Source: an optimization exercise on an open RTL-to-GDS flow (aim: small area, a short achievable clock period and few clock cycles). Production flows keep margins and buffers that such runs may drop.
Where RTL was checked, it was by simulation tests only, not by an equivalence proof against the original.
No functional check of the RTL was part of run 1.

## flow/design.v (module list and top-level ports; edited modules follow where they fit)
// module Milestone1: 144 lines
// module csc_r: 170 lines
// module csc_g: 195 lines
// module csc_b: 139 lines
// module interp_tree: 146 lines
module Milestone1(
	 input logic Clock,
	 input logic resetn,
	 input logic start,
	 input logic  [15:0] SRAM_read_data,
	 output logic [15:0] SRAM_write_data,
	 output logic done,
	 output logic SRAM_we_n,
	 output logic [17:0] SRAM_address
);
  // ...
==> flow/run.sh <==
#!/bin/bash
# synth_recipe.tcl (not shown) runs the flow's synth.tcl, then flattens the netlist and writes it again
# the make line also repeats each setting of config.mk as NAME=value (left out here)
make -C /OpenROAD-flow-scripts/flow DESIGN_CONFIG=/design/flow/config.mk WORK_HOME=/design/flow/orfs CLKGATE_MAP_FILE= SYNTH_SCRIPT=/design/flow/synth_recipe.tcl finish
==> flow/config.mk <==
export PLATFORM = sky130hd
export DESIGN_NAME = Milestone1
export DESIGN_NICKNAME = Milestone1
export VERILOG_FILES = /design/flow/design.v
export SDC_FILE = /design/flow/constraint.sdc
export NUM_CORES = 4
export LEC_CHECK = 0
export ABC_CLOCK_PERIOD_IN_PS = 3500
export CAP_MARGIN = 20
export CORE_MARGIN = 2
export CORE_UTILIZATION = 60
export SETUP_SLACK_MARGIN = 5
export SLEW_MARGIN = 20
==> flow/constraint.sdc <==
create_clock -name core_clock -period 11.0 [get_ports {Clock}]
set_input_delay 2.2000 -clock core_clock [delete_from_list [all_inputs] [get_ports {Clock}]]
set_output_delay 2.2000 -clock core_clock [all_outputs]
set_load 0.01 [all_outputs]
==> flow_summary.yaml, run 1 <==
cts:
  cts_buffer_depth: 3
  cts_sinks: 335
critical_path:
  crit_family: "adder cells"
  crit_type: "reg2reg"
  path_max_fanout: 11
  cpPeakStageDelay_ns: 0.76
placement:
  dpl_cell_area_mm2: 0.0246
  dp_cells: 2630
layout:
  seq_cells: 335
  fin_util: 0.670
  n_antenna_cell: 0
  final_common_cell: "inv_1"
  largest_class: "multi-input gates"
  nNetsFinal: 2608
logic_synthesis:
  yosys.area_share.simple: 0.0582
  synth-xor-area-share: 0.0387
  synth-seq-area-share: 0.363
  synth_edf_count: 152
  synth_top_family_by_area: "adder cells"
  synth_compound_area_frac: 0.0905
  ys_seq_elements: 335
  synth_top_cell_by_area: "edfxtp_1"
timing:
  setup_violations: 0
  rsz0062_at_grt: "false"
  setup_ws_ns: 5.72
detailed_routing:
  wl_per_cell_um: 19.6
  routed_wl_um: 52800
  wl_met1_um: 23500
  drt_iter0_drc: 920
floorplanning:
  die_h_um: 202
  die_area_mm2: 0.0408
  die_x_um: 202
  core_mm2: 0.0386
outcome:
  status: "timing/DRC/antenna clean"
global_route:
  busiest_layer: "met2"
  grt_use_met1: 0.367
min_path:
  hold_path_class: "reg2reg"
  hold_start: "fin$_DFFE_PN0P_"
==> module Milestone1, before the edit <==
module Milestone1(
	 input logic Clock,
	 input logic resetn,
	 input logic start,
	 input logic  [15:0] SRAM_read_data,
	 output logic [15:0] SRAM_write_data,
	 output logic done,
	 output logic SRAM_we_n,
	 output logic [17:0] SRAM_address
);
localparam logic [17:0] U_START   = 18'd38400;
localparam logic [17:0] V_START   = 18'd57600;
localparam logic [17:0] RGB_START = 18'd146944;
logic        run, fin;
logic [4:0]  ph;           
logic        odd;          
logic        wr_en;        
logic [15:0] yaddr;        
logic [17:0] waddr;        
logic [7:0]  qw;           
logic [7:0]  uw0, uw1, uw2, uw3, uw4, uw5;
logic [7:0]  vw0, vw1, vw2, vw3, vw4, vw5;
logic [7:0]  ustage;
logic [15:0] vstage;
logic [15:0] yreg;
logic [7:0]  uodd, vodd;
logic [7:0] iw0, iw1, iw2, iw3, iw4, iw5;
logic [7:0] e0, e1, e2, e3, e4, e5;
logic [8:0] ip1, ip2, ip3;
logic [7:0] iout;
logic       q_first, q_second, q_157, q_158, q_last;    
wire isel_v = ph[3];
assign iw0 = isel_v ? vw0 : uw0;
assign iw1 = isel_v ? vw1 : uw1;
assign iw2 = isel_v ? vw2 : uw2;
assign iw3 = isel_v ? vw3 : uw3;
assign iw4 = isel_v ? vw4 : uw4;
assign iw5 = isel_v ? vw5 : uw5;
assign e0 = q_first ? iw2 : q_second ? iw1 : iw0;
assign e1 = q_first ? iw2 : iw1;
assign e2 = iw2;
assign e3 = q_last ? iw2 : iw3;
assign e4 = q_last ? iw2 : q_158 ? iw3 : iw4;
assign e5 = q_last ? iw2 : q_158 ? iw3 : q_157 ? iw4 : iw5;
always_ff @(posedge Clock) begin
	ip1 <= {1'b0, e2} + {1'b0, e3};
	ip2 <= {1'b0, e1} + {1'b0, e4};
	ip3 <= {1'b0, e0} + {1'b0, e5};
end
interp_tree u_interp (.p1(ip1), .p2(ip2), .p3(ip3), .o(iout));
logic [7:0] ry, rv, gy, gu, gv, by, bu;
logic [7:0] r_out, g_out, b_out;
logic [7:0] ro, go, bo;
always_ff @(posedge Clock) begin
	ry <= ph[0] ? yreg[7:0] : yreg[15:8];
	rv <= ph[0] ? vodd : vw2;
	gy <= ph[1] ? yreg[7:0] : yreg[15:8];
	gu <= ph[1] ? uodd : uw2;
	gv <= ph[1] ? vodd : vw2;
	by <= ph[1] ? yreg[7:0] : yreg[15:8];
	bu <= ph[1] ? uodd : uw2;
	ro <= r_out;
	go <= g_out;
	bo <= b_out;
end
csc_r u_r (.y(ry), .v(rv), .o(r_out));
csc_g u_g (.y(gy), .u(gu), .v(gv), .o(g_out));
csc_b u_b (.y(by), .u(bu), .o(b_out));
wire        last_pair = (yaddr == 16'd38400);
wire        y_neg     = yaddr[15] & ~wr_en;    
wire [17:0] c_addr    = {{3{y_neg}}, yaddr[15:1]} + (odd ? U_START + 18'd2 : V_START + 18'd3);
always_ff @(posedge Clock) begin
	if (ph[2]) begin
		uw0 <= uw1; uw1 <= uw2; uw2 <= uw3; uw3 <= uw4; uw4 <= uw5;
		vw0 <= vw1; vw1 <= vw2; vw2 <= vw3; vw3 <= vw4; vw4 <= vw5;
		if (!odd) begin
			uw5 <= SRAM_read_data[15:8];
			ustage <= SRAM_read_data[7:0];
			vw5 <= vstage[15:8];
		end else begin
			uw5 <= ustage;
			vw5 <= vstage[7:0];
			vstage <= SRAM_read_data;
		end
	end
	if (ph[3]) yreg <= SRAM_read_data;
	if (ph[0]) uodd <= iout;
	if (ph[4]) vodd <= iout;
	SRAM_write_data <= ph[1] ? {ro, go} : ph[2] ? {bo, ro} : {go, bo};
end
always_ff @(posedge Clock) begin
	if (ph[4]) SRAM_address <= c_addr;
	else if (ph[0]) SRAM_address <= {2'd0, yaddr};
	else SRAM_address <= waddr;
end
always_ff @(posedge Clock or negedge resetn) begin
	if (!resetn) begin
		run   <= 1'b0;
		fin   <= 1'b0;
		done  <= 1'b0;
		ph    <= 5'b10000;
		odd   <= 1'b0;         
		wr_en <= 1'b0;
		yaddr <= 16'hFFFB;     
		waddr <= RGB_START;
		qw    <= 8'd155;       
		q_first  <= 1'b0;
		q_second <= 1'b0;
		q_157    <= 1'b0;
		q_158    <= 1'b0;
		q_last   <= 1'b0;
		SRAM_we_n <= 1'b1;
	end else begin
		done <= 1'b0;
		if ((run || (start && !fin)) && !(run && ph[4] && last_pair)) begin
			if (!run) run <= 1'b1;
			ph <= {ph[3:0], ph[4]};
			if (ph[4]) begin  
				odd   <= ~odd;
				yaddr <= yaddr + 16'd1;
				if (yaddr == 16'd0) wr_en <= 1'b1;
			end
			if (ph[4] || ph[0]) SRAM_we_n <= 1'b1;
			else begin  
				SRAM_we_n <= ~wr_en;
				if (wr_en) waddr <= waddr + 18'd1;
			end
			if (ph[2]) begin
				qw       <= q_last ? 8'd0 : qw + 8'd1;
				q_first  <= q_last;
				q_second <= q_first;
				q_157    <= (qw == 8'd156);
				q_158    <= q_157;
				q_last   <= q_158;
			end
		end else if (run) begin
			run  <= 1'b0;
			fin  <= 1'b1;
			done <= 1'b1;
			SRAM_we_n <= 1'b1;
		end
	end
end
endmodule
==> module csc_r, before the edit <==
module csc_r(input logic [7:0] y, input logic [7:0] v, output logic [7:0] o);
wire r_0 = y[6] ^ y[4];
wire r_1 = y[6] & y[4];
wire r_2 = y[7] ^ y[5] ^ y[3];
wire r_3 = (y[7] & y[5]) | (y[7] & y[3]) | (y[5] & y[3]);
wire r_4 = y[0] ^ ~v[5];
wire r_5 = y[0] & ~v[5];
wire r_6 = y[6] ^ y[4] ^ y[1];
wire r_7 = (y[6] & y[4]) | (y[6] & y[1]) | (y[4] & y[1]);
wire r_8 = ~v[6] ^ v[4];
wire r_9 = ~v[6] & v[4];
wire r_10 = y[7] ^ y[5] ^ y[2];
wire r_11 = (y[7] & y[5]) | (y[7] & y[2]) | (y[5] & y[2]);
wire r_12 = ~v[7] ^ v[5];
wire r_13 = ~v[7] & v[5];
wire r_14 = y[6] ^ y[3] ^ v[6];
wire r_15 = (y[6] & y[3]) | (y[6] & v[6]) | (y[3] & v[6]);
wire r_16 = y[7] ^ y[4];
wire r_17 = y[7] & y[4];
wire r_18 = ~y[4] ^ ~v[6];
wire r_19 = ~y[4] & ~v[6];
wire r_20 = ~y[5] ^ ~v[7] ^ v[5];
wire r_21 = (~y[5] & ~v[7]) | (~y[5] & v[5]) | (~v[7] & v[5]);
wire r_22 = v[3] ^ v[0];
wire r_23 = v[3] & v[0];
wire r_24 = ~y[6] ^ v[6] ^ v[4];
wire r_25 = (~y[6] & v[6]) | (~y[6] & v[4]) | (v[6] & v[4]);
wire r_26 = ~v[1];
wire r_27 = ~y[7] ^ y[0] ^ v[7];
wire r_28 = (~y[7] & y[0]) | (~y[7] & v[7]) | (y[0] & v[7]);
wire r_29 = v[5] ^ v[2];
wire r_30 = v[5] & v[2];
wire r_31 = y[1] ^ v[6];
wire r_32 = y[1] & v[6];
wire r_33 = y[2] ^ y[0] ^ v[7];
wire r_34 = (y[2] & y[0]) | (y[2] & v[7]) | (y[0] & v[7]);
wire r_35 = v[4] ^ ~v[0];
wire r_36 = v[4] & ~v[0];
wire r_37 = y[3] ^ y[1] ^ v[5];
wire r_38 = (y[3] & y[1]) | (y[3] & v[5]) | (y[1] & v[5]);
wire r_39 = ~~v[1];
wire r_40 = y[4] ^ y[2] ^ y[0];
wire r_41 = (y[4] & y[2]) | (y[4] & y[0]) | (y[2] & y[0]);
wire r_42 = v[6] ^ ~v[2] ^ v[0];
wire r_43 = (v[6] & ~v[2]) | (v[6] & v[0]) | (~v[2] & v[0]);
wire r_44 = y[5] ^ y[3] ^ y[1];
wire r_45 = (y[5] & y[3]) | (y[5] & y[1]) | (y[3] & y[1]);
wire r_46 = v[7] ^ ~v[3] ^ v[1];
wire r_47 = (v[7] & ~v[3]) | (v[7] & v[1]) | (~v[3] & v[1]);
wire r_48 = r_0 ^ y[2] ^ ~v[4];
wire r_49 = (r_0 & y[2]) | (r_0 & ~v[4]) | (y[2] & ~v[4]);
wire r_50 = ~(v[2] ^ ~v[0]);
wire r_51 = v[2] | ~v[0];
wire r_52 = r_1 ^ r_2 ^ r_4;
wire r_53 = (r_1 & r_2) | (r_1 & r_4) | (r_2 & r_4);
wire r_54 = ~(v[3] ^ ~v[1]);
wire r_55 = v[3] | ~v[1];
wire r_56 = r_3 ^ r_5 ^ r_6;
wire r_57 = (r_3 & r_5) | (r_3 & r_6) | (r_5 & r_6);
wire r_58 = r_8 ^ ~v[2] ^ v[0];
wire r_59 = (r_8 & ~v[2]) | (r_8 & v[0]) | (~v[2] & v[0]);
wire r_60 = r_7 ^ r_9 ^ r_10;
wire r_61 = (r_7 & r_9) | (r_7 & r_10) | (r_9 & r_10);
wire r_62 = r_12 ^ ~v[3] ^ v[1];
wire r_63 = (r_12 & ~v[3]) | (r_12 & v[1]) | (~v[3] & v[1]);
wire r_64 = r_11 ^ r_13 ^ r_14;
wire r_65 = (r_11 & r_13) | (r_11 & r_14) | (r_13 & r_14);
wire r_66 = ~(~v[4] ^ v[2]);
wire r_67 = ~v[4] | v[2];
wire r_68 = r_15 ^ r_16 ^ v[7];
wire r_69 = (r_15 & r_16) | (r_15 & v[7]) | (r_16 & v[7]);
wire r_70 = ~(~v[5] ^ v[3]);
wire r_71 = ~v[5] | v[3];
wire r_72 = r_17 ^ y[5] ^ ~v[6];
wire r_73 = (r_17 & y[5]) | (r_17 & ~v[6]) | (y[5] & ~v[6]);
wire r_74 = ~y[0] ^ ~v[2];
wire r_75 = ~y[0] & ~v[2];
wire r_76 = ~y[1] ^ ~v[3];
wire r_77 = ~y[1] & ~v[3];
wire r_78 = ~y[2] ^ ~v[4] ^ v[2];
wire r_79 = (~y[2] & ~v[4]) | (~y[2] & v[2]) | (~v[4] & v[2]);
wire r_80 = ~y[3] ^ ~v[5] ^ v[3];
wire r_81 = (~y[3] & ~v[5]) | (~y[3] & v[3]) | (~v[5] & v[3]);
wire r_82 = r_18 ^ v[4] ^ v[2];
wire r_83 = (r_18 & v[4]) | (r_18 & v[2]) | (v[4] & v[2]);
wire r_84 = r_19 ^ r_20 ^ r_22;
wire r_85 = (r_19 & r_20) | (r_19 & r_22) | (r_20 & r_22);
wire r_86 = r_21 ^ r_23 ^ r_24;
wire r_87 = (r_21 & r_23) | (r_21 & r_24) | (r_23 & r_24);
wire r_88 = r_25 ^ v[1] ^ r_27;
wire r_89 = (r_25 & v[1]) | (r_25 & r_27) | (v[1] & r_27);
wire r_90 = r_28 ^ r_30 ^ r_31;
wire r_91 = (r_28 & r_30) | (r_28 & r_31) | (r_30 & r_31);
wire r_92 = r_32 ^ r_33 ^ r_35;
wire r_93 = (r_32 & r_33) | (r_32 & r_35) | (r_33 & r_35);
wire r_94 = r_34 ^ r_36 ^ r_37;
wire r_95 = (r_34 & r_36) | (r_34 & r_37) | (r_36 & r_37);
wire r_96 = r_38 ^ ~v[1] ^ r_40;
wire r_97 = (r_38 & ~v[1]) | (r_38 & r_40) | (~v[1] & r_40);
wire r_98 = r_41 ^ r_43 ^ r_44;
wire r_99 = (r_41 & r_43) | (r_41 & r_44) | (r_43 & r_44);
wire r_100 = r_45 ^ r_47 ^ r_48;
wire r_101 = (r_45 & r_47) | (r_45 & r_48) | (r_47 & r_48);
wire r_102 = r_49 ^ r_51 ^ r_52;
wire r_103 = (r_49 & r_51) | (r_49 & r_52) | (r_51 & r_52);
wire r_104 = r_53 ^ r_55 ^ r_56;
wire r_105 = (r_53 & r_55) | (r_53 & r_56) | (r_55 & r_56);
wire r_106 = r_57 ^ r_59 ^ r_60;
wire r_107 = (r_57 & r_59) | (r_57 & r_60) | (r_59 & r_60);
wire r_108 = r_61 ^ r_63 ^ r_64;
wire r_109 = (r_61 & r_63) | (r_61 & r_64) | (r_63 & r_64);
wire r_110 = r_65 ^ r_67 ^ r_68;
wire r_111 = (r_65 & r_67) | (r_65 & r_68) | (r_67 & r_68);
wire r_112 = r_69 ^ r_71 ^ r_72;
wire r_113 = (r_69 & r_71) | (r_69 & r_72) | (r_71 & r_72);
wire r_114 = r_73 ^ y[6] ^ ~v[7];
wire r_115 = (r_73 & y[6]) | (r_73 & ~v[7]) | (y[6] & ~v[7]);
wire r_116 = y[7] ^ v[6];
wire r_117 = y[7] & v[6];
wire r_118 = r_74 ^ v[0];
wire r_119 = r_74 & v[0];
wire r_120 = r_75 ^ r_76 ^ v[1];
wire r_121 = (r_75 & r_76) | (r_75 & v[1]) | (r_76 & v[1]);
wire r_122 = r_77 ^ r_78 ^ v[0];
wire r_123 = (r_77 & r_78) | (r_77 & v[0]) | (r_78 & v[0]);
wire r_124 = r_79 ^ r_80 ^ v[1];
wire r_125 = (r_79 & r_80) | (r_79 & v[1]) | (r_80 & v[1]);
wire r_126 = ~(r_81 ^ r_82);
wire r_127 = r_81 | r_82;
wire r_128 = ~(r_83 ^ r_84);
wire r_129 = r_83 | r_84;
wire r_130 = r_85 ^ r_86 ^ r_26;
wire r_131 = (r_85 & r_86) | (r_85 & r_26) | (r_86 & r_26);
wire r_132 = r_87 ^ r_88 ^ r_29;
wire r_133 = (r_87 & r_88) | (r_87 & r_29) | (r_88 & r_29);
wire r_134 = r_89 ^ r_90 ^ v[3];
wire r_135 = (r_89 & r_90) | (r_89 & v[3]) | (r_90 & v[3]);
wire r_136 = ~(r_91 ^ r_92);
wire r_137 = r_91 | r_92;
wire r_138 = r_93 ^ r_94 ^ r_39;
wire r_139 = (r_93 & r_94) | (r_93 & r_39) | (r_94 & r_39);
wire r_140 = r_95 ^ r_96 ^ r_42;
wire r_141 = (r_95 & r_96) | (r_95 & r_42) | (r_96 & r_42);
wire r_142 = r_97 ^ r_98 ^ r_46;
wire r_143 = (r_97 & r_98) | (r_97 & r_46) | (r_98 & r_46);
wire r_144 = r_99 ^ r_100 ^ r_50;
wire r_145 = (r_99 & r_100) | (r_99 & r_50) | (r_100 & r_50);
wire r_146 = r_101 ^ r_102 ^ r_54;
wire r_147 = (r_101 & r_102) | (r_101 & r_54) | (r_102 & r_54);
wire r_148 = r_103 ^ r_104 ^ r_58;
wire r_149 = (r_103 & r_104) | (r_103 & r_58) | (r_104 & r_58);
wire r_150 = r_105 ^ r_106 ^ r_62;
wire r_151 = (r_105 & r_106) | (r_105 & r_62) | (r_106 & r_62);
wire r_152 = r_107 ^ r_108 ^ r_66;
wire r_153 = (r_107 & r_108) | (r_107 & r_66) | (r_108 & r_66);
wire r_154 = r_109 ^ r_110 ^ r_70;
wire r_155 = (r_109 & r_110) | (r_109 & r_70) | (r_110 & r_70);
wire r_156 = r_111 ^ r_112 ^ v[4];
wire r_157 = (r_111 & r_112) | (r_111 & v[4]) | (r_112 & v[4]);
wire r_158 = r_113 ^ r_114 ^ v[5];
wire r_159 = (r_113 & r_114) | (r_113 & v[5]) | (r_114 & v[5]);
wire r_160 = ~(r_115 ^ r_116);
wire r_161 = r_115 | r_116;
wire r_162 = r_117 ^ v[7];
wire r_163 = r_117 & v[7];
wire [27:0] r_a = {1'b1, 1'b1, r_163, r_161, r_159, r_157, r_155, r_153, r_151, r_149, r_147, r_145, r_143, r_141, r_139, r_137, r_135, r_133, r_131, r_129, r_127, r_125, r_123, r_121, r_119, r_118, ~v[1], ~v[0]};
wire [27:0] r_b = {1'b0, 1'b0, 1'b1, r_162, r_160, r_158, r_156, r_154, r_152, r_150, r_148, r_146, r_144, r_142, r_140, r_138, r_136, r_134, r_132, r_130, r_128, r_126, r_124, r_122, r_120, 1'b1, 1'b0, 1'b1};
wire [27:0] r_s = r_a + r_b;
assign o = r_s[27] ? 8'd0 : (|r_s[26:24]) ? 8'd255 : r_s[23:16];
endmodule
==> module csc_g, before the edit <==
module csc_g(input logic [7:0] y, input logic [7:0] u, input logic [7:0] v, output logic [7:0] o);
wire g_0 = y[7] ^ y[5];
wire g_1 = y[7] & y[5];
wire g_2 = y[6] ^ y[4];
wire g_3 = y[6] & y[4];
wire g_4 = y[7] ^ y[5];
wire g_5 = y[7] & y[5];
wire g_6 = y[5] ^ y[3] ^ y[1];
wire g_7 = (y[5] & y[3]) | (y[5] & y[1]) | (y[3] & y[1]);
wire g_8 = y[6] ^ y[4] ^ y[2];
wire g_9 = (y[6] & y[4]) | (y[6] & y[2]) | (y[4] & y[2]);
wire g_10 = ~u[5] ^ u[2] ^ ~u[0];
wire g_11 = (~u[5] & u[2]) | (~u[5] & ~u[0]) | (u[2] & ~u[0]);
wire g_12 = g_0 ^ y[3] ^ y[0];
wire g_13 = (g_0 & y[3]) | (g_0 & y[0]) | (y[3] & y[0]);
wire g_14 = ~u[6] ^ u[3] ^ ~u[1];
wire g_15 = (~u[6] & u[3]) | (~u[6] & ~u[1]) | (u[3] & ~u[1]);
wire g_16 = ~v[4] ^ v[2];
wire g_17 = ~v[4] & v[2];
wire g_18 = g_1 ^ g_2 ^ y[1];
wire g_19 = (g_1 & g_2) | (g_1 & y[1]) | (g_2 & y[1]);
wire g_20 = ~u[7] ^ u[4] ^ ~u[2];
wire g_21 = (~u[7] & u[4]) | (~u[7] & ~u[2]) | (u[4] & ~u[2]);
wire g_22 = ~v[5] ^ v[3] ^ ~v[1];
wire g_23 = (~v[5] & v[3]) | (~v[5] & ~v[1]) | (v[3] & ~v[1]);
wire g_24 = g_3 ^ g_4 ^ y[2];
wire g_25 = (g_3 & g_4) | (g_3 & y[2]) | (g_4 & y[2]);
wire g_26 = u[5] ^ ~u[3] ^ ~v[6];
wire g_27 = (u[5] & ~u[3]) | (u[5] & ~v[6]) | (~u[3] & ~v[6]);
wire g_28 = ~(v[4] ^ ~v[2]);
wire g_29 = v[4] | ~v[2];
wire g_30 = g_5 ^ y[6] ^ y[3];
wire g_31 = (g_5 & y[6]) | (g_5 & y[3]) | (y[6] & y[3]);
wire g_32 = u[6] ^ ~u[4] ^ ~v[7];
wire g_33 = (u[6] & ~u[4]) | (u[6] & ~v[7]) | (~u[4] & ~v[7]);
wire g_34 = v[5] ^ ~v[3];
wire g_35 = v[5] & ~v[3];
wire g_36 = y[7] ^ y[4] ^ u[7];
wire g_37 = (y[7] & y[4]) | (y[7] & u[7]) | (y[4] & u[7]);
wire g_38 = ~u[5] ^ v[6] ^ ~v[4];
wire g_39 = (~u[5] & v[6]) | (~u[5] & ~v[4]) | (v[6] & ~v[4]);
wire g_40 = y[5] ^ ~u[6];
wire g_41 = y[5] & ~u[6];
wire g_42 = ~y[3] ^ u[2];
wire g_43 = ~y[3] & u[2];
wire g_44 = ~y[4] ^ u[3] ^ ~u[1];
wire g_45 = (~y[4] & u[3]) | (~y[4] & ~u[1]) | (u[3] & ~u[1]);
wire g_46 = ~y[5] ^ u[4] ^ ~u[2];
wire g_47 = (~y[5] & u[4]) | (~y[5] & ~u[2]) | (u[4] & ~u[2]);
wire g_48 = ~y[6] ^ u[5];
wire g_49 = ~y[6] & u[5];
wire g_50 = ~y[7] ^ y[0] ^ u[6];
wire g_51 = (~y[7] & y[0]) | (~y[7] & u[6]) | (y[0] & u[6]);
wire g_52 = y[1] ^ u[7] ^ ~u[5];
wire g_53 = (y[1] & u[7]) | (y[1] & ~u[5]) | (u[7] & ~u[5]);
wire g_54 = ~u[0] ^ ~v[5];
wire g_55 = ~u[0] & ~v[5];
wire g_56 = y[2] ^ y[0] ^ ~u[6];
wire g_57 = (y[2] & y[0]) | (y[2] & ~u[6]) | (y[0] & ~u[6]);
wire g_58 = ~(~u[1] ^ ~v[6]);
wire g_59 = ~u[1] | ~v[6];
wire g_60 = y[3] ^ y[1] ^ ~u[7];
wire g_61 = (y[3] & y[1]) | (y[3] & ~u[7]) | (y[1] & ~u[7]);
wire g_62 = ~u[2] ^ ~v[7] ^ ~v[0];
wire g_63 = (~u[2] & ~v[7]) | (~u[2] & ~v[0]) | (~v[7] & ~v[0]);
wire g_64 = y[4] ^ y[2] ^ y[0];
wire g_65 = (y[4] & y[2]) | (y[4] & y[0]) | (y[2] & y[0]);
wire g_66 = ~u[3] ^ u[0] ^ ~v[1];
wire g_67 = (~u[3] & u[0]) | (~u[3] & ~v[1]) | (u[0] & ~v[1]);
wire g_68 = g_6 ^ ~u[4] ^ u[1];
wire g_69 = (g_6 & ~u[4]) | (g_6 & u[1]) | (~u[4] & u[1]);
wire g_70 = ~(~v[2] ^ v[0]);
wire g_71 = ~v[2] | v[0];
wire g_72 = g_7 ^ g_8 ^ g_10;
wire g_73 = (g_7 & g_8) | (g_7 & g_10) | (g_8 & g_10);
wire g_74 = ~(~v[3] ^ v[1]);
wire g_75 = ~v[3] | v[1];
wire g_76 = g_9 ^ g_11 ^ g_12;
wire g_77 = (g_9 & g_11) | (g_9 & g_12) | (g_11 & g_12);
wire g_78 = g_14 ^ g_16 ^ ~v[0];
wire g_79 = (g_14 & g_16) | (g_14 & ~v[0]) | (g_16 & ~v[0]);
wire g_80 = g_13 ^ g_15 ^ g_17;
wire g_81 = (g_13 & g_15) | (g_13 & g_17) | (g_15 & g_17);
wire g_82 = g_18 ^ g_20 ^ g_22;
wire g_83 = (g_18 & g_20) | (g_18 & g_22) | (g_20 & g_22);
wire g_84 = g_19 ^ g_21 ^ g_23;
wire g_85 = (g_19 & g_21) | (g_19 & g_23) | (g_21 & g_23);
wire g_86 = g_24 ^ g_26 ^ g_28;
wire g_87 = (g_24 & g_26) | (g_24 & g_28) | (g_26 & g_28);
wire g_88 = g_25 ^ g_27 ^ g_29;
wire g_89 = (g_25 & g_27) | (g_25 & g_29) | (g_27 & g_29);
wire g_90 = g_30 ^ g_32 ^ g_34;
wire g_91 = (g_30 & g_32) | (g_30 & g_34) | (g_32 & g_34);
wire g_92 = g_31 ^ g_33 ^ g_35;
wire g_93 = (g_31 & g_33) | (g_31 & g_35) | (g_33 & g_35);
wire g_94 = ~(g_36 ^ g_38);
wire g_95 = g_36 | g_38;
wire g_96 = g_37 ^ g_39 ^ g_40;
wire g_97 = (g_37 & g_39) | (g_37 & g_40) | (g_39 & g_40);
wire g_98 = ~(v[7] ^ ~v[5]);
wire g_99 = v[7] | ~v[5];
wire g_100 = g_41 ^ y[6] ^ ~u[7];
wire g_101 = (g_41 & y[6]) | (g_41 & ~u[7]) | (y[6] & ~u[7]);
wire g_102 = ~~v[6];
wire g_103 = y[7] ^ ~v[7];
wire g_104 = y[7] & ~v[7];
wire g_105 = g_42 ^ ~u[0];
wire g_106 = g_42 & ~u[0];
wire g_107 = g_43 ^ g_44 ^ ~v[6];
wire g_108 = (g_43 & g_44) | (g_43 & ~v[6]) | (g_44 & ~v[6]);
wire g_109 = g_45 ^ g_46 ^ ~v[7];
wire g_110 = (g_45 & g_46) | (g_45 & ~v[7]) | (g_46 & ~v[7]);
wire g_111 = g_47 ^ g_48 ^ ~u[3];
wire g_112 = (g_47 & g_48) | (g_47 & ~u[3]) | (g_48 & ~u[3]);
wire g_113 = g_49 ^ g_50 ^ ~u[4];
wire g_114 = (g_49 & g_50) | (g_49 & ~u[4]) | (g_50 & ~u[4]);
wire g_115 = g_51 ^ g_52 ^ g_54;
wire g_116 = (g_51 & g_52) | (g_51 & g_54) | (g_52 & g_54);
wire g_117 = g_53 ^ g_55 ^ g_56;
wire g_118 = (g_53 & g_55) | (g_53 & g_56) | (g_55 & g_56);
wire g_119 = g_57 ^ g_59 ^ g_60;
wire g_120 = (g_57 & g_59) | (g_57 & g_60) | (g_59 & g_60);
wire g_121 = g_61 ^ g_63 ^ g_64;
wire g_122 = (g_61 & g_63) | (g_61 & g_64) | (g_63 & g_64);
wire g_123 = g_65 ^ g_67 ^ g_68;
wire g_124 = (g_65 & g_67) | (g_65 & g_68) | (g_67 & g_68);
wire g_125 = g_69 ^ g_71 ^ g_72;
wire g_126 = (g_69 & g_71) | (g_69 & g_72) | (g_71 & g_72);
wire g_127 = g_73 ^ g_75 ^ g_76;
wire g_128 = (g_73 & g_75) | (g_73 & g_76) | (g_75 & g_76);
wire g_129 = g_77 ^ g_79 ^ g_80;
wire g_130 = (g_77 & g_79) | (g_77 & g_80) | (g_79 & g_80);
wire g_131 = g_81 ^ g_83 ^ g_84;
wire g_132 = (g_81 & g_83) | (g_81 & g_84) | (g_83 & g_84);
wire g_133 = g_85 ^ g_87 ^ g_88;
wire g_134 = (g_85 & g_87) | (g_85 & g_88) | (g_87 & g_88);
wire g_135 = g_89 ^ g_91 ^ g_92;
wire g_136 = (g_89 & g_91) | (g_89 & g_92) | (g_91 & g_92);
wire g_137 = g_93 ^ g_95 ^ g_96;
wire g_138 = (g_93 & g_95) | (g_93 & g_96) | (g_95 & g_96);
wire g_139 = g_97 ^ g_99 ^ g_100;
wire g_140 = (g_97 & g_99) | (g_97 & g_100) | (g_99 & g_100);
wire g_141 = g_101 ^ ~v[6] ^ g_103;
wire g_142 = (g_101 & ~v[6]) | (g_101 & g_103) | (~v[6] & g_103);
wire g_143 = ~y[0] ^ ~v[2];
wire g_144 = ~y[0] & ~v[2];
wire g_145 = ~y[1] ^ u[0] ^ ~v[3];
wire g_146 = (~y[1] & u[0]) | (~y[1] & ~v[3]) | (u[0] & ~v[3]);
wire g_147 = ~y[2] ^ u[1] ^ ~v[4];
wire g_148 = (~y[2] & u[1]) | (~y[2] & ~v[4]) | (u[1] & ~v[4]);
wire g_149 = g_105 ^ ~v[5] ^ ~v[0];
wire g_150 = (g_105 & ~v[5]) | (g_105 & ~v[0]) | (~v[5] & ~v[0]);
wire g_151 = g_106 ^ g_107 ^ ~v[1];
wire g_152 = (g_106 & g_107) | (g_106 & ~v[1]) | (g_107 & ~v[1]);
wire g_153 = g_108 ^ g_109 ^ ~v[2];
wire g_154 = (g_108 & g_109) | (g_108 & ~v[2]) | (g_109 & ~v[2]);
wire g_155 = g_110 ^ g_111 ^ ~v[3];
wire g_156 = (g_110 & g_111) | (g_110 & ~v[3]) | (g_111 & ~v[3]);
wire g_157 = g_112 ^ g_113 ^ ~v[4];
wire g_158 = (g_112 & g_113) | (g_112 & ~v[4]) | (g_113 & ~v[4]);
wire g_159 = ~(g_114 ^ g_115);
wire g_160 = g_114 | g_115;
wire g_161 = g_116 ^ g_117 ^ g_58;
wire g_162 = (g_116 & g_117) | (g_116 & g_58) | (g_117 & g_58);
wire g_163 = g_118 ^ g_119 ^ g_62;
wire g_164 = (g_118 & g_119) | (g_118 & g_62) | (g_119 & g_62);
wire g_165 = g_120 ^ g_121 ^ g_66;
wire g_166 = (g_120 & g_121) | (g_120 & g_66) | (g_121 & g_66);
wire g_167 = g_122 ^ g_123 ^ g_70;
wire g_168 = (g_122 & g_123) | (g_122 & g_70) | (g_123 & g_70);
wire g_169 = g_124 ^ g_125 ^ g_74;
wire g_170 = (g_124 & g_125) | (g_124 & g_74) | (g_125 & g_74);
wire g_171 = g_126 ^ g_127 ^ g_78;
wire g_172 = (g_126 & g_127) | (g_126 & g_78) | (g_127 & g_78);
wire g_173 = g_128 ^ g_129 ^ g_82;
wire g_174 = (g_128 & g_129) | (g_128 & g_82) | (g_129 & g_82);
wire g_175 = g_130 ^ g_131 ^ g_86;
wire g_176 = (g_130 & g_131) | (g_130 & g_86) | (g_131 & g_86);
wire g_177 = g_132 ^ g_133 ^ g_90;
wire g_178 = (g_132 & g_133) | (g_132 & g_90) | (g_133 & g_90);
wire g_179 = g_134 ^ g_135 ^ g_94;
wire g_180 = (g_134 & g_135) | (g_134 & g_94) | (g_135 & g_94);
wire g_181 = g_136 ^ g_137 ^ g_98;
wire g_182 = (g_136 & g_137) | (g_136 & g_98) | (g_137 & g_98);
wire g_183 = g_138 ^ g_139 ^ g_102;
wire g_184 = (g_138 & g_139) | (g_138 & g_102) | (g_139 & g_102);
wire g_185 = ~(g_140 ^ g_141);
wire g_186 = g_140 | g_141;
wire g_187 = g_142 ^ g_104;
wire g_188 = g_142 & g_104;
wire [27:0] g_a = {1'b1, 1'b1, g_188, g_186, g_184, g_182, g_180, g_178, g_176, g_174, g_172, g_170, g_168, g_166, g_164, g_162, g_160, g_158, g_156, g_154, g_152, g_150, g_148, g_146, g_144, g_143, ~v[1], ~v[0]};
wire [27:0] g_b = {1'b0, 1'b0, 1'b1, g_187, g_185, g_183, g_181, g_179, g_177, g_175, g_173, g_171, g_169, g_167, g_165, g_163, g_161, g_159, g_157, g_155, g_153, g_151, g_149, g_147, g_145, 1'b1, 1'b0, 1'b1};
wire [27:0] g_s = g_a + g_b;
assign o = g_s[27] ? 8'd0 : (|g_s[26:24]) ? 8'd255 : g_s[23:16];
endmodule
==> module csc_b, before the edit <==
module csc_b(input logic [7:0] y, input logic [7:0] u, output logic [7:0] o);
wire b_0 = ~y[4] ^ ~u[6];
wire b_1 = ~y[4] & ~u[6];
wire b_2 = ~y[5] ^ ~u[7] ^ ~u[5];
wire b_3 = (~y[5] & ~u[7]) | (~y[5] & ~u[5]) | (~u[7] & ~u[5]);
wire b_4 = u[2] ^ u[0];
wire b_5 = u[2] & u[0];
wire b_6 = ~y[6] ^ ~u[6] ^ u[3];
wire b_7 = (~y[6] & ~u[6]) | (~y[6] & u[3]) | (~u[6] & u[3]);
wire b_8 = ~u[1];
wire b_9 = ~y[7] ^ y[0] ^ ~u[7];
wire b_10 = (~y[7] & y[0]) | (~y[7] & ~u[7]) | (y[0] & ~u[7]);
wire b_11 = u[4] ^ u[2];
wire b_12 = u[4] & u[2];
wire b_13 = y[1] ^ u[5] ^ u[3];
wire b_14 = (y[1] & u[5]) | (y[1] & u[3]) | (u[5] & u[3]);
wire b_15 = y[2] ^ y[0] ^ u[6];
wire b_16 = (y[2] & y[0]) | (y[2] & u[6]) | (y[0] & u[6]);
wire b_17 = u[4] ^ u[1];
wire b_18 = u[4] & u[1];
wire b_19 = y[3] ^ y[1] ^ u[7];
wire b_20 = (y[3] & y[1]) | (y[3] & u[7]) | (y[1] & u[7]);
wire b_21 = u[5] ^ u[2];
wire b_22 = u[5] & u[2];
wire b_23 = y[4] ^ y[2] ^ y[0];
wire b_24 = (y[4] & y[2]) | (y[4] & y[0]) | (y[2] & y[0]);
wire b_25 = u[6] ^ u[3];
wire b_26 = u[6] & u[3];
wire b_27 = y[5] ^ y[3] ^ y[1];
wire b_28 = (y[5] & y[3]) | (y[5] & y[1]) | (y[3] & y[1]);
wire b_29 = u[7] ^ u[4];
wire b_30 = u[7] & u[4];
wire b_31 = y[6] ^ y[4] ^ y[2];
wire b_32 = (y[6] & y[4]) | (y[6] & y[2]) | (y[4] & y[2]);
wire b_33 = y[7] ^ y[5] ^ y[3];
wire b_34 = (y[7] & y[5]) | (y[7] & y[3]) | (y[5] & y[3]);
wire b_35 = y[0] ^ u[6];
wire b_36 = y[0] & u[6];
wire b_37 = y[6] ^ y[4] ^ y[1];
wire b_38 = (y[6] & y[4]) | (y[6] & y[1]) | (y[4] & y[1]);
wire b_39 = ~(u[7] ^ u[0]);
wire b_40 = u[7] | u[0];
wire b_41 = y[7] ^ y[5] ^ y[2];
wire b_42 = (y[7] & y[5]) | (y[7] & y[2]) | (y[5] & y[2]);
wire b_43 = y[6] ^ y[3];
wire b_44 = y[6] & y[3];
wire b_45 = ~y[1] ^ ~u[3];
wire b_46 = ~y[1] & ~u[3];
wire b_47 = ~y[2] ^ ~u[4];
wire b_48 = ~y[2] & ~u[4];
wire b_49 = ~y[3] ^ ~u[5] ^ ~u[3];
wire b_50 = (~y[3] & ~u[5]) | (~y[3] & ~u[3]) | (~u[5] & ~u[3]);
wire b_51 = b_0 ^ ~u[4] ^ u[1];
wire b_52 = (b_0 & ~u[4]) | (b_0 & u[1]) | (~u[4] & u[1]);
wire b_53 = b_1 ^ b_2 ^ b_4;
wire b_54 = (b_1 & b_2) | (b_1 & b_4) | (b_2 & b_4);
wire b_55 = b_3 ^ b_5 ^ b_6;
wire b_56 = (b_3 & b_5) | (b_3 & b_6) | (b_5 & b_6);
wire b_57 = b_7 ^ u[1] ^ b_9;
wire b_58 = (b_7 & u[1]) | (b_7 & b_9) | (u[1] & b_9);
wire b_59 = b_10 ^ b_12 ^ b_13;
wire b_60 = (b_10 & b_12) | (b_10 & b_13) | (b_12 & b_13);
wire b_61 = b_14 ^ b_15 ^ b_17;
wire b_62 = (b_14 & b_15) | (b_14 & b_17) | (b_15 & b_17);
wire b_63 = b_16 ^ b_18 ^ b_19;
wire b_64 = (b_16 & b_18) | (b_16 & b_19) | (b_18 & b_19);
wire b_65 = b_20 ^ b_22 ^ b_23;
wire b_66 = (b_20 & b_22) | (b_20 & b_23) | (b_22 & b_23);
wire b_67 = b_24 ^ b_26 ^ b_27;
wire b_68 = (b_24 & b_26) | (b_24 & b_27) | (b_26 & b_27);
wire b_69 = b_28 ^ b_30 ^ b_31;
wire b_70 = (b_28 & b_30) | (b_28 & b_31) | (b_30 & b_31);
wire b_71 = b_32 ^ b_33 ^ b_35;
wire b_72 = (b_32 & b_33) | (b_32 & b_35) | (b_33 & b_35);
wire b_73 = b_34 ^ b_36 ^ b_37;
wire b_74 = (b_34 & b_36) | (b_34 & b_37) | (b_36 & b_37);
wire b_75 = b_38 ^ b_40 ^ b_41;
wire b_76 = (b_38 & b_40) | (b_38 & b_41) | (b_40 & b_41);
wire b_77 = b_42 ^ b_43 ^ u[2];
wire b_78 = (b_42 & b_43) | (b_42 & u[2]) | (b_43 & u[2]);
wire b_79 = b_44 ^ y[7] ^ y[4];
wire b_80 = (b_44 & y[7]) | (b_44 & y[4]) | (y[7] & y[4]);
wire b_81 = y[5] ^ u[4];
wire b_82 = y[5] & u[4];
wire b_83 = y[6] ^ u[5];
wire b_84 = y[6] & u[5];
wire b_85 = y[7] ^ u[6];
wire b_86 = y[7] & u[6];
wire b_87 = ~y[0] ^ ~u[2];
wire b_88 = ~y[0] & ~u[2];
wire b_89 = ~(b_45 ^ ~u[1]);
wire b_90 = b_45 | ~u[1];
wire b_91 = b_46 ^ b_47 ^ ~u[2];
wire b_92 = (b_46 & b_47) | (b_46 & ~u[2]) | (b_47 & ~u[2]);
wire b_93 = b_48 ^ b_49 ^ u[0];
wire b_94 = (b_48 & b_49) | (b_48 & u[0]) | (b_49 & u[0]);
wire b_95 = ~(b_50 ^ b_51);
wire b_96 = b_50 | b_51;
wire b_97 = ~(b_52 ^ b_53);
wire b_98 = b_52 | b_53;
wire b_99 = b_54 ^ b_55 ^ b_8;
wire b_100 = (b_54 & b_55) | (b_54 & b_8) | (b_55 & b_8);
wire b_101 = b_56 ^ b_57 ^ b_11;
wire b_102 = (b_56 & b_57) | (b_56 & b_11) | (b_57 & b_11);
wire b_103 = b_58 ^ b_59 ^ u[0];
wire b_104 = (b_58 & b_59) | (b_58 & u[0]) | (b_59 & u[0]);
wire b_105 = ~(b_60 ^ b_61);
wire b_106 = b_60 | b_61;
wire b_107 = b_62 ^ b_63 ^ b_21;
wire b_108 = (b_62 & b_63) | (b_62 & b_21) | (b_63 & b_21);
wire b_109 = b_64 ^ b_65 ^ b_25;
wire b_110 = (b_64 & b_65) | (b_64 & b_25) | (b_65 & b_25);
wire b_111 = b_66 ^ b_67 ^ b_29;
wire b_112 = (b_66 & b_67) | (b_66 & b_29) | (b_67 & b_29);
wire b_113 = b_68 ^ b_69 ^ u[5];
wire b_114 = (b_68 & b_69) | (b_68 & u[5]) | (b_69 & u[5]);
wire b_115 = ~(b_70 ^ b_71);
wire b_116 = b_70 | b_71;
wire b_117 = b_72 ^ b_73 ^ b_39;
wire b_118 = (b_72 & b_73) | (b_72 & b_39) | (b_73 & b_39);
wire b_119 = b_74 ^ b_75 ^ u[1];
wire b_120 = (b_74 & b_75) | (b_74 & u[1]) | (b_75 & u[1]);
wire b_121 = ~(b_76 ^ b_77);
wire b_122 = b_76 | b_77;
wire b_123 = b_78 ^ b_79 ^ u[3];
wire b_124 = (b_78 & b_79) | (b_78 & u[3]) | (b_79 & u[3]);
wire b_125 = ~(b_80 ^ b_81);
wire b_126 = b_80 | b_81;
wire b_127 = ~(b_82 ^ b_83);
wire b_128 = b_82 | b_83;
wire b_129 = ~(b_84 ^ b_85);
wire b_130 = b_84 | b_85;
wire b_131 = b_86 ^ u[7];
wire b_132 = b_86 & u[7];
wire [27:0] b_a = {1'b1, 1'b1, b_132, b_130, b_128, b_126, b_124, b_122, b_120, b_118, b_116, b_114, b_112, b_110, b_108, b_106, b_104, b_102, b_100, b_98, b_96, b_94, b_92, b_90, b_88, b_87, ~u[1], ~u[0]};
wire [27:0] b_b = {1'b0, 1'b0, 1'b1, b_131, b_129, b_127, b_125, b_123, b_121, b_119, b_117, b_115, b_113, b_111, b_109, b_107, b_105, b_103, b_101, b_99, b_97, b_95, b_93, b_91, b_89, ~u[0], 1'b0, 1'b1};
wire [27:0] b_s = b_a + b_b;
assign o = b_s[27] ? 8'd0 : (|b_s[26:24]) ? 8'd255 : b_s[23:16];
endmodule
==> run 2, diff against run 1 <==
--- a/flow/design.v
+++ b/flow/design.v
@@ -200,2 +200,3 @@
 logic        run, fin;
+logic        start_r;      
 logic [4:0]  ph;           
@@ -237,4 +238,7 @@
 logic [7:0] ry, rv, gy, gu, gv, by, bu;
-logic [7:0] r_out, g_out, b_out;
-logic [7:0] ro, go, bo;
+logic [11:0] r_out, g_out, b_out;    
+logic [11:0] ro, go, bo;
+function automatic [7:0] clip(input logic [11:0] x);
+	clip = x[11] ? 8'd0 : (|x[10:8]) ? 8'd255 : x[7:0];
+endfunction
 always_ff @(posedge Clock) begin
@@ -274,3 +278,3 @@
 	if (ph[4]) vodd <= iout;
-	SRAM_write_data <= ph[1] ? {ro, go} : ph[2] ? {bo, ro} : {go, bo};
+	SRAM_write_data <= ph[1] ? {clip(ro), clip(go)} : ph[2] ? {clip(bo), clip(ro)} : {clip(go), clip(bo)};
 end
@@ -286,2 +290,3 @@
 		done  <= 1'b0;
+		start_r <= 1'b0;
 		ph    <= 5'b10000;
@@ -300,3 +305,4 @@
 		done <= 1'b0;
-		if ((run || (start && !fin)) && !(run && ph[4] && last_pair)) begin
+		start_r <= start;
+		if ((run || (start_r && !fin)) && !(run && ph[4] && last_pair)) begin
 			if (!run) run <= 1'b1;
@@ -330,3 +336,3 @@
 endmodule
-module csc_r(input logic [7:0] y, input logic [7:0] v, output logic [7:0] o);
+module csc_r(input logic [7:0] y, input logic [7:0] v, output logic [11:0] o);
 wire r_0 = y[6] ^ y[4];
@@ -498,5 +504,5 @@
 wire [27:0] r_s = r_a + r_b;
-assign o = r_s[27] ? 8'd0 : (|r_s[26:24]) ? 8'd255 : r_s[23:16];
+assign o = r_s[27:16];
 endmodule
-module csc_g(input logic [7:0] y, input logic [7:0] u, input logic [7:0] v, output logic [7:0] o);
+module csc_g(input logic [7:0] y, input logic [7:0] u, input logic [7:0] v, output logic [11:0] o);
 wire g_0 = y[7] ^ y[5];
@@ -693,5 +699,5 @@
 wire [27:0] g_s = g_a + g_b;
-assign o = g_s[27] ? 8'd0 : (|g_s[26:24]) ? 8'd255 : g_s[23:16];
+assign o = g_s[27:16];
 endmodule
-module csc_b(input logic [7:0] y, input logic [7:0] u, output logic [7:0] o);
+module csc_b(input logic [7:0] y, input logic [7:0] u, output logic [11:0] o);
 wire b_0 = ~y[4] ^ ~u[6];
@@ -832,3 +838,3 @@
 wire [27:0] b_s = b_a + b_b;
-assign o = b_s[27] ? 8'd0 : (|b_s[26:24]) ? 8'd255 : b_s[23:16];
+assign o = b_s[27:16];
 endmodule
--- a/flow/config.mk
+++ b/flow/config.mk
@@ -7,3 +7,2 @@
 export LEC_CHECK = 0
-export ABC_CLOCK_PERIOD_IN_PS = 3500
 export CAP_MARGIN = 20
==> flow_summary.yaml, run 2 <==
logic_synthesis:
  ys_seq_elements: 348
  synth_edf_count: 152
  yosys_warnings: 1
  postSynthCellCount: 2163
  synth_top_cell_by_area: "edfxtp_1"
  synth_area_mm2: 0.0239
  syn_nets: 2620
  synth-seq-area-share: 0.369
  yosysMostFrequentCell: "inv_1"
  async_reset_ff_frac: 0.170
  ys.flop_type: "edfxtp_1"
  syn_avg_cell_area_um2: 11.0
  ys_types: 80
  synth_top_area_share: 0.191
  synthTopCellsByCount: "inv_1, fa_1, ha_1"
  synthTopCellsByArea: "edfxtp_1, fa_1, dfxtp_1, ha_1, inv_1"
detailed_routing:
  viasPerCell: 5.46
  detail-route-antenna-nets: 0
  wl_per_cell_um: 19.3
  drc: 0
  dr.pass1.iters: 5
  drt_iter0_drc: 789
  routed_wl_um: 53200
  dr_total_vias: 15100
cts:
  cts_tree: "done"
  cts_buffer_depth: 3
  numCtsBuffers: 39
  postCtsSetupRepairBufs: 0
  clkTransAtPathRegs_ns: 0.06
  clock_latency_ns: 0.56
  hold_buffers: 0
  cts-root-buf: "clkbuf_16"
  cts_sinks: 348
  cts_max_level: 2
  postCtsResizedCells: 0
floorplanning:
  rows: 73
  io_pins: 55
  die_h_um: 203
  initial_utilization: 0.605
  die_area_mm2: 0.0414
  core_mm2: 0.0395
  die_x_um: 203
critical_path:
  ff2ff_setup_slack_ns: 6.02
  crit_start: "by[2]$_DFF_P_"
  r2r-start: "by[2]$_DFF_P_"
  critPathCaptureType: "flop"
  crit_type: "reg2reg"
  crit_required_ns: 11.47
  endpoint: "go[11]$_DFF_P_"
  rr_endpoint: "go[11]$_DFF_P_"
  crit_path_start_kind: "flop"
  worstPathArrival_ns: 5.45
  path_max_fanout: 7
  rr_worst_depth: 14
timing:
  fin_skew_ns: 0.0199
  timing.fmax_ghz: 0.201
  rsz0062_at_grt: "false"
  hold_violations: 0
  setup_violations: 0
  finalCritPeriodShare: 0.453
  maxSlewHeadroom: 0.253
  worstMarginPinSlew_ns: 1.11
  drv_slew: 0
  tns_ns: 0
  setup_ws_ns: 6.02
  fin_crit_ns: 4.98
layout:
  multi_input_area_mm2: 0.0132
  syn_to_final_growth_pct: 9.04
  final_common_cell: "inv_1"
  layout_common_cells: "inv_1, fa_1, ha_1"
  fillers: 3114
  drive_above_1_share: 0.0997
  regArea_mm2: 0.00883
  n_antenna_cell: 0
  fin_util: 0.660
  top_regs: "SRAM_address (18), waddr (18)"
  nNetsFinal: 2664
  stdcell_area_mm2: 0.0260
placement:
  pre_cts_ws_ns: 6.07
  gp_congestion: 0.936
  portBuffers: 54
  hpwl_um: 42000
  dpl_cell_area_mm2: 0.0248
global_route:
  global_route.usage.total: 0.269
  grt_antenna_before_repair: 0
  first_global_vias: 15600
  grt_pass1_wl_um: 85100
  overflow: 0
  grt_max_degree: 77
run:
  maxCapViolCount: 0
outcome:
  status: "timing/DRC/antenna clean"
min_path:
  hold_path_class: "reg2reg"
run 2: changes by cell type after synthesis, sizes merged, moves of 7 or more:
cell and change:
nor3 +23, xor2 -8, inv +12, dfxtp +12
clkbuf +7, nor2 +47, o21a -10, a21o -9
mux2i -16
run 2: per-stage QoR:
step                      hold WS (ns)  instances
after global placement           0.433       2691
after global routing             0.456       2762
after floorplan                  0.418       2163
after CTS                        0.447       2762
final                            0.445       2762
after detailed placement         0.435       2691
run 2: worst min path at each step:
stage / start / end / depth (start not counted)
final: uw3[5]$_DFFE_PP_ / uw2[5]$_DFFE_PP_ / 0
after global routing: uw5[2]$_DFFE_PP_ / uw4[2]$_DFFE_PP_ / 0
after CTS: uw3[5]$_DFFE_PP_ / uw2[5]$_DFFE_PP_ / 0
after detailed placement: vw3[6]$_DFFE_PP_ / vw2[6]$_DFFE_PP_ / 0
after global placement: uw3[6]$_DFFE_PP_ / uw2[6]$_DFFE_PP_ / 0
after floorplan: uw5[1]$_DFFE_PP_ / uw4[1]$_DFFE_PP_ / 0
run 2: worst max-delay path, cell delays in order, from the launching register on:
cell and delay [ns]:
dfxtp_1 0.55, inv_1 0.27, fa_1 0.64, xor2_1 0.25, xnor2_1 0.17, fa_1 0.46, fa_1 0.47, ha_1 0.32
and3_1 0.20, a221oi_1 0.35, nor2_1 0.07, a31oi_1 0.49, a21bo_2 0.25, nand3_1 0.13, a211oi_1 0.27
run 2: layout make-up:
class | count | area share
inverter | 433 | 0.0624
timing repair buffer | 59 | 0.0220
tap | 525 | 0.0252
clock buffer | 43 | 0.0381
clock inverter | 28 | 0.00774
multi-input combinational | 1326 | 0.505
sequential | 348 | 0.339
run 2: per-layer routing:
layer / track usage / up-vias / routed length, µm / share of wire
li1: - / 7195 / - / -
met1: 0.362 / 7502 / 23700 / 0.44
met2: 0.447 / 303 / 25600 / 0.48
met3: 0.0435 / 81 / 2280 / 0.043
met4: 0.0915 / 0 / 1700 / 0.032
met5: 0 / - / 0 / 0
run 2: cell families (layout without fill, tap and decap cells):
logic type | count (synthesis) | after routing | synth area share
AO/OA/AOI/OAI | 295 | 295 | 0.0764
AND/OR/NAND/NOR | 367 | 367 | 0.0748
flip-flops | 348 | 348 | 0.369
XOR/XNOR | 102 | 102 | 0.0374
adder cells (fa/ha/maj) | 438 | 438 | 0.298
multiplexers | 124 | 124 | 0.0639
buffers and inverters | 489 | 563 | 0.0797
Testbench counts of run 2, summed over its fixed seeds: cycles 1,152,162.
==> run 3, diff against run 2 <==
==> flow/flow/run.sh (new file) <==
#!/bin/bash
# Standard layout (the standard.sh) with a larger setup repair margin, so
# that timing repair aims for a shorter clock period than the constraint.
set -euo pipefail
MARGIN=${MARGIN:-7}
sed -e "s/SETUP_SLACK_MARGIN=[0-9.]*/SETUP_SLACK_MARGIN=$MARGIN/" standard.sh > standard_margin.sh
grep -q "SETUP_SLACK_MARGIN=$MARGIN" standard_margin.sh
bash standard_margin.sh > layout.log 2>&1
==> flow/standard.sh (new file) <==
#!/bin/bash
# synth_recipe.tcl (not shown) runs the flow's synth.tcl, then flattens the netlist and writes it again
# the make line also repeats each setting of config.mk as NAME=value (left out here)
make -C /OpenROAD-flow-scripts/flow DESIGN_CONFIG=/design/flow/config.mk WORK_HOME=/design/flow/orfs CLKGATE_MAP_FILE= SYNTH_SCRIPT=/design/flow/synth_recipe.tcl "${@:-finish}"
removed: flow/run.sh
==> flow_summary.yaml, run 3 <==
critical_path:
  endpoint: "go[11]$_DFF_P_"
  worstPathArrival_ns: 4.60
  rr_worst_depth: 15
  crit_path_start_kind: "flop"
  crit_type: "reg2reg"
  rr_endpoint: "go[11]$_DFF_P_"
  ff2ff_setup_slack_ns: 6.85
  crit_start: "by[5]$_DFF_P_"
  path_max_fanout: 6
  crit_required_ns: 11.44
  r2r-start: "by[5]$_DFF_P_"
  critPathCaptureType: "flop"
timing:
  finalCritPeriodShare: 0.378
  hold_violations: 0
  rsz0062_at_grt: "true"
  setup_violations: 0
  timing.fmax_ghz: 0.241
  tns_ns: 0
  fin_crit_ns: 4.15
  worstMarginPinSlew_ns: 1.02
  drv_slew: 0
  timing.hold.ws_ns: 0.452
  maxSlewHeadroom: 0.318
  fin_skew_ns: 0.0194
placement:
  hpwl_um: 41200
  portBuffers: 54
  gp_congestion: 0.911
  dp_cells: 2690
layout:
  drive_above_1_share: 0.220
  final_common_cell: "inv_1"
  layout_common_cells: "inv_1, fa_1, ha_1"
  instances_no_fill: 2845
  top_regs: "SRAM_address (18), waddr (18)"
  nNetsFinal: 2748
  syn_to_final_growth_pct: 17.4
  n_antenna_cell: 0
logic_synthesis:
  syn_avg_cell_area_um2: 11.0
  yosysMostFrequentCell: "inv_1"
  synthTopCellsByArea: "edfxtp_1, fa_1, dfxtp_1, ha_1, inv_1"
  ys.flop_type: "edfxtp_1"
  async_reset_ff_frac: 0.170
  synth_top_cell_by_area: "edfxtp_1"
  syn_nets: 2620
  synthTopCellsByCount: "inv_1, fa_1, ha_1"
  synth_edf_count: 152
  synth_top_area_share: 0.191
  ys_types: 80
  synth_area_mm2: 0.0239
  ys_seq_elements: 348
  synth-seq-area-share: 0.369
  yosys_warnings: 1
  postSynthCellCount: 2163
global_route:
  grt_max_degree: 91
  grt_pass1_wl_um: 88500
  grt_antenna_before_repair: 0
  overflow: 0
  first_global_vias: 16100
  global_route.usage.total: 0.277
floorplanning:
  core_mm2: 0.0395
  die_area_mm2: 0.0414
  io_pins: 55
  rows: 73
  die_x_um: 203
  die_h_um: 203
  initial_utilization: 0.605
detailed_routing:
  wl_per_cell_um: 19.6
  drc: 0
  dr_total_vias: 15500
  dr.pass1.iters: 5
  viasPerCell: 5.46
  detail-route-antenna-nets: 0
  drt_iter0_drc: 769
  routed_wl_um: 55700
cts:
  hold_buffers: 0
  clock_latency_ns: 0.54
  cts_tree: "done"
  cts_buffer_depth: 3
  clkTransAtPathRegs_ns: 0.06
  cts-root-buf: "clkbuf_16"
  cts_max_level: 2
  numCtsBuffers: 37
  cts_sinks: 348
min_path:
  hold_path_class: "reg2reg"
run:
  maxCapViolCount: 0
outcome:
  status: "timing/DRC/antenna clean"
==> run 3: cell counts after synthesis <==
Identical to the previous run, type by type.
==> run 3: per-stage QoR <==
step / setup slack, ns / utilization / cell area [µm²]
after floorplan: 6.98 / - / 24000
after detailed placement: 6.35 / 0.632 / 24900
after global placement: 6.49 / 0.632 / 24900
after global routing: 6.66 / 0.710 / 28000
after CTS: 6.82 / 0.688 / 27100
final: 6.85 / 0.710 / 28000
==> run 3: repair_timing <==
item	in CTS	in global routing
buffers inserted	44	42
endpoints found under the setup margin	45	43
pin swaps	68	96
endpoints found under the hold margin	0	0
resized for setup	151	122
==> run 3: logic make-up after synthesis <==
kind of cell / Yosys count / synth area share
mux: 124 / 0.0639
fa+ha+maj: 438 / 0.298
buf+inv: 489 / 0.0797
compound gates: 295 / 0.0764
xor+xnor: 102 / 0.0374
simple gates: 367 / 0.0748
flops: 348 / 0.369
==> run 3: how the worst min path moves through the flow <==
stage | startpoint | to | slack [ns] | cells after the start
2_1_floorplan | uw5[1]$_DFFE_PP_ | uw4[1]$_DFFE_PP_ | 0.42 | 0
3_3_place_gp | vw3[4]$_DFFE_PP_ | vw2[4]$_DFFE_PP_ | 0.43 | 0
3_5_place_dp | vw3[7]$_DFFE_PP_ | vw2[7]$_DFFE_PP_ | 0.44 | 0
4_1_cts | vw3[7]$_DFFE_PP_ | vw2[7]$_DFFE_PP_ | 0.45 | 0
5_1_grt | vw5[2]$_DFFE_PP_ | vw4[2]$_DFFE_PP_ | 0.46 | 0
6_report | vw3[7]$_DFFE_PP_ | vw2[7]$_DFFE_PP_ | 0.45 | 0
==> run 3: cell type report <==
| type | instances | area (µm²) |
|---|---|---|
| clock buffers | 49 | 1050 |
| clock inverters | 19 | 190 |
| fillers | 2899 | 11400 |
| inverters | 433 | 1670 |
| multi-input cells | 1326 | 14200 |
| flip-flops and latches | 348 | 8950 |
| well taps | 525 | 657 |
| repair buffers | 145 | 1310 |
==> run 3: critical path, cell delays in order, from the launching register on <==
cell and delay (ns):
dfxtp_4 0.42, ha_4 0.24, fa_2 0.39, fa_1 0.43, fa_1 0.54, inv_1 0.05
fa_1 0.49, inv_2 0.05, ha_4 0.25, a21o_1 0.17, a21o_1 0.16, a21oi_2 0.12
o21ai_2 0.09, a32oi_2 0.28, nand3_4 0.13, a211oi_2 0.26
==> run 3: layer usage <==
metal / up-vias / GRT usage / wire length (µm)
li1: 7366 / - / -
met1: 7787 / 0.383 / 24800
met2: 284 / 0.469 / 27600
met3: 84 / 0.0315 / 1940
met4: 0 / 0.0688 / 1310
met5: - / 0 / 0

==> separate check: timing with driven ports <==
How much do the figures lean on ideal ports? The routed layouts below were timed once more, with nothing changed but the port constraints.
Step 1 sets driving cells, clkbuf_16 on the clock port and buf_2 on the other inputs (assumed; they add their load-dependent delay and slew).
Step 2 times the ports against the registers' clock, not the clock port: input delays grow and output delays shrink by t, the midpoint of the rising clock arrivals with the driver on.
Slacks: ideal ports / drivers / drivers and shift; pairs: ideal ports / drivers.
| run | shift t [ns] | slack for setup (ns) | worst setup path at the end | latest minus earliest clock arrival (ns) | slew at the worst register clock pin (ns) |
|---|---|---|---|---|---|
| run 1 | 0.607 | 5.716 / 5.716 / 5.716 | register to register | 0.018 / 0.018 | 0.06 / 0.06 |
| run 2 | 0.607 | 6.020 / 6.020 / 6.020 | register to register | 0.030 / 0.029 | 0.07 / 0.07 |
| run 3 | 0.587 | 6.847 / 6.847 / 6.847 | register to register | 0.021 / 0.021 | 0.07 / 0.07 |
After both steps every run listed still meets setup and hold.
